Source: an optimization exercise on an open RTL-to-GDS flow (aim: small area and a short achievable clock period). Production flows keep margins and buffers that such runs may drop. Function was checked by simulation only, so behaviour that the tests miss may differ from the original. Power and IR drop assume default switching activity.

Setup of exp/juniper:
// APB_INT_Count
module APB_INT_Count #(
    parameter DATA_WIDTH = 32,
    parameter ADDR_WIDTH = 16
)
(
    input  wire                     PCLK,
    input  wire                     PRESETn,
    input  wire                     PSEL,
    input  wire                     PENABLE,
    input  wire                     PWRITE,
    input  wire [ADDR_WIDTH-1:0]    PADDR,
    input  wire [DATA_WIDTH-1:0]    PWDATA,
    output reg  [DATA_WIDTH-1:0]    PRDATA,
    output reg                      PREADY,
    output reg                      PSLVERR,
    output wire                     linux_irq,
    output wire                     lim_irq,
    output wire                     itim_irq,
    input  wire                     linux_ack,
    input  wire                     lim_ack,
    input  wire                     itim_ack
);
export LEC_CHECK = 0
export ABC_CLOCK_PERIOD_IN_PS = 1000
export CAP_MARGIN = 20
export CORE_MARGIN = 2
export CORE_UTILIZATION = 40
export SETUP_SLACK_MARGIN = 5
export SLEW_MARGIN = 20
create_clock -name core_clock -period 10.0 [get_ports {PCLK}]
run.sh (not shown) runs the stock make flow with config.mk's settings and CLKGATE_MAP_FILE= SYNTH_SCRIPT=/design/flow/synth_recipe.tcl, a recipe that flattens the netlist after the stock synthesis.
> inputs changed (exp/juniper -> exp/delta)
Settings: swapping 1000 for 2500 in ABC_CLOCK_PERIOD_IN_PS.
## What came out
Clock slew seen by the registers of the worst setup and hold paths essentially unchanged between exp/juniper and exp/delta. Reported for exp/juniper and exp/delta, clock buffer count turned out identical to the last digit. Reported for exp/juniper and exp/delta, number of placed instances, taps included turned out identical to the last digit. exp/delta vs. exp/juniper: global-route wire length before repair was more or less identical; depth of the worst register-to-register path was more or less identical. From exp/delta to exp/juniper, sequential cell count did not move at all. Comparing exp/juniper against exp/delta, there is no change at all in post-layout worst setup margin. Post-synth design cell area: exp/juniper vs exp/delta identical. Status: final design area excluding fillers parity (exp/delta, exp/juniper).
Inputs modified between exp/delta and exp/harbor:
Settings: ABC_CLOCK_PERIOD_IN_PS now 1000, was 2500.
==> flow/flow/run.sh (new file) <==
#!/bin/bash
set -euo pipefail
bash standard.sh SETUP_SLACK_MARGIN=6.5 TNS_END_PERCENT=20 finish > flow_make.log 2>&1
==> flow/standard.sh (new file) <==
#!/bin/bash
# synth_recipe.tcl (not shown) runs the flow's synth.tcl, then flattens the netlist and writes it again
# the make line also repeats each setting of config.mk as NAME=value (left out here)
make -C /OpenROAD-flow-scripts/flow DESIGN_CONFIG=/design/flow/config.mk WORK_HOME=/design/flow/orfs CLKGATE_MAP_FILE= SYNTH_SCRIPT=/design/flow/synth_recipe.tcl "${@:-finish}"
removed: flow/run.sh
## What came out
exp/harbor had finished all stages when the layout checks came back failing, citing slew limit. exp/harbor vs exp/delta: combinational share of power up in exp/harbor. In the flow results for exp/harbor and exp/delta, the worst hold slack across all endpoints is smaller on exp/delta. Setup WNS exp/delta -> exp/harbor: better.
Input changes introduced in exp/quartz (baseline for comparison: exp/harbor):
Settings: a deleted ABC_CLOCK_PERIOD_IN_PS that had been 1000; an added TNS_END_PERCENT of 10; an added CTS_BUF_LIST of sky130_fd_sc_hd__clkbuf_8; an added CTS_CLUSTER_SIZE of 24.
==> flow/run.sh (new file) <==
#!/bin/bash
# synth_recipe.tcl (not shown) runs the flow's synth.tcl, then flattens the netlist and writes it again
# the make line also repeats each setting of config.mk as NAME=value (left out here)
make -C /OpenROAD-flow-scripts/flow DESIGN_CONFIG=/design/flow/config.mk WORK_HOME=/design/flow/orfs CLKGATE_MAP_FILE= SYNTH_SCRIPT=/design/flow/synth_recipe.tcl finish
removed: flow/flow/run.sh
removed: flow/standard.sh
==> summary.txt <==
Status | exp/quartz and exp/harbor | clean except exp/harbor
Complete run, failing final checks: exp/harbor, reason slew limit.
exp/quartz: logic depth of the worst register-to-register path is 1 higher than what exp/harbor reported.
Summary of exp/quartz over exp/harbor: net switching power went down 250 uW; final design instance area without fill shrank by 9200 sq um.
Compared with exp/harbor, exp/quartz shows a lower reported leakage power.
Die span in y came out exactly the same in exp/quartz and exp/harbor.
In the metrics for exp/quartz and exp/harbor, the one carrying the lower core utilization is exp/quartz.
Of exp/quartz and exp/harbor, exp/harbor shows the higher final wirelength, with exp/quartz below it.
Summary of exp/quartz over exp/harbor: count of vias placed by the detailed router fell by about 15%; fraction of power consumed by sequential logic rose by 4.3 points; top fanout value on the critical path rose by 64.
The final reports for exp/quartz and exp/harbor show final worst slack lower in the former.
Here is what was changed in the inputs of exp/violet compared with exp/quartz.
Settings: SETUP_SLACK_MARGIN: 5 -> unset; CTS_CLUSTER_SIZE: 24 -> unset; CTS_BUF_LIST: sky130_fd_sc_hd__clkbuf_8 -> unset; TNS_END_PERCENT: 10 -> unset.
Notes after the runs:
[exp/violet vs exp/quartz] total routed wirelength: higher in exp/violet
Going from exp/quartz to exp/violet, first-pass GRT wire length higher, minimum period implied by the final worst setup slack higher, critical path buffer and inverter count lower.
Total power deteriorates in exp/violet relative to exp/quartz.
Pre-CTS setup slack, exp/violet and exp/quartz: lower on exp/quartz
Looking at final period utilization across exp/violet and exp/quartz, the one that comes out lower is exp/quartz.
exp/quartz ended up with PRDATA[30] as its end point of the critical path; exp/violet ended up with slot[18][21].
Min via count across exp/violet and exp/quartz: exp/violet
Status: multi-input logic cell count parity (exp/quartz, exp/violet)
On cell count: between exp/violet and exp/quartz, it ends up higher for exp/quartz.

## re-timing with driven ports
Ports are ideal in the flow. The routed layouts listed here were re-timed in OpenROAD.
Step 1 assumes that a clkbuf_16 drives the clock port and a buf_2 every other input.
Step 2 adds t to the input delays and takes it off the output delays; t is the mean of the earliest and latest rising clock arrival at the registers after step 1. Input paths then give back, and output paths get back, about the clock's delay inside the block.
Three values: ideal ports, drivers, drivers and shift; two values: the first two.
run | t, ns | slack for setup (ns) | worst hold slack (ns) | worst data-port slew with drivers (ns) | cell pins on the clock port's net
exp/juniper | 0.780 | 5.008 / 5.067 / 4.287 | 0.423 / 0.423 / 0.423 | 0.05 | 1
exp/delta | 0.780 | 5.008 / 5.067 / 4.287 | 0.423 / 0.423 / 0.423 | 0.05 | 1
exp/harbor | 0.830 | 5.669 / 5.579 / 4.749 | 0.432 / 0.432 / 0.432 | 0.27 | 1
exp/quartz | 0.922 | 4.872 / 4.923 / 4.001 | 0.427 / 0.427 / 0.427 | 0.05 | 1
exp/violet | 0.772 | 4.456 / 4.509 / 3.736 | 0.422 / 0.422 / 0.422 | 0.05 | 1
For exp/harbor, which loses most, drivers alone change the setup slack by -0.090 ns; drivers and shift together by -0.920 ns.
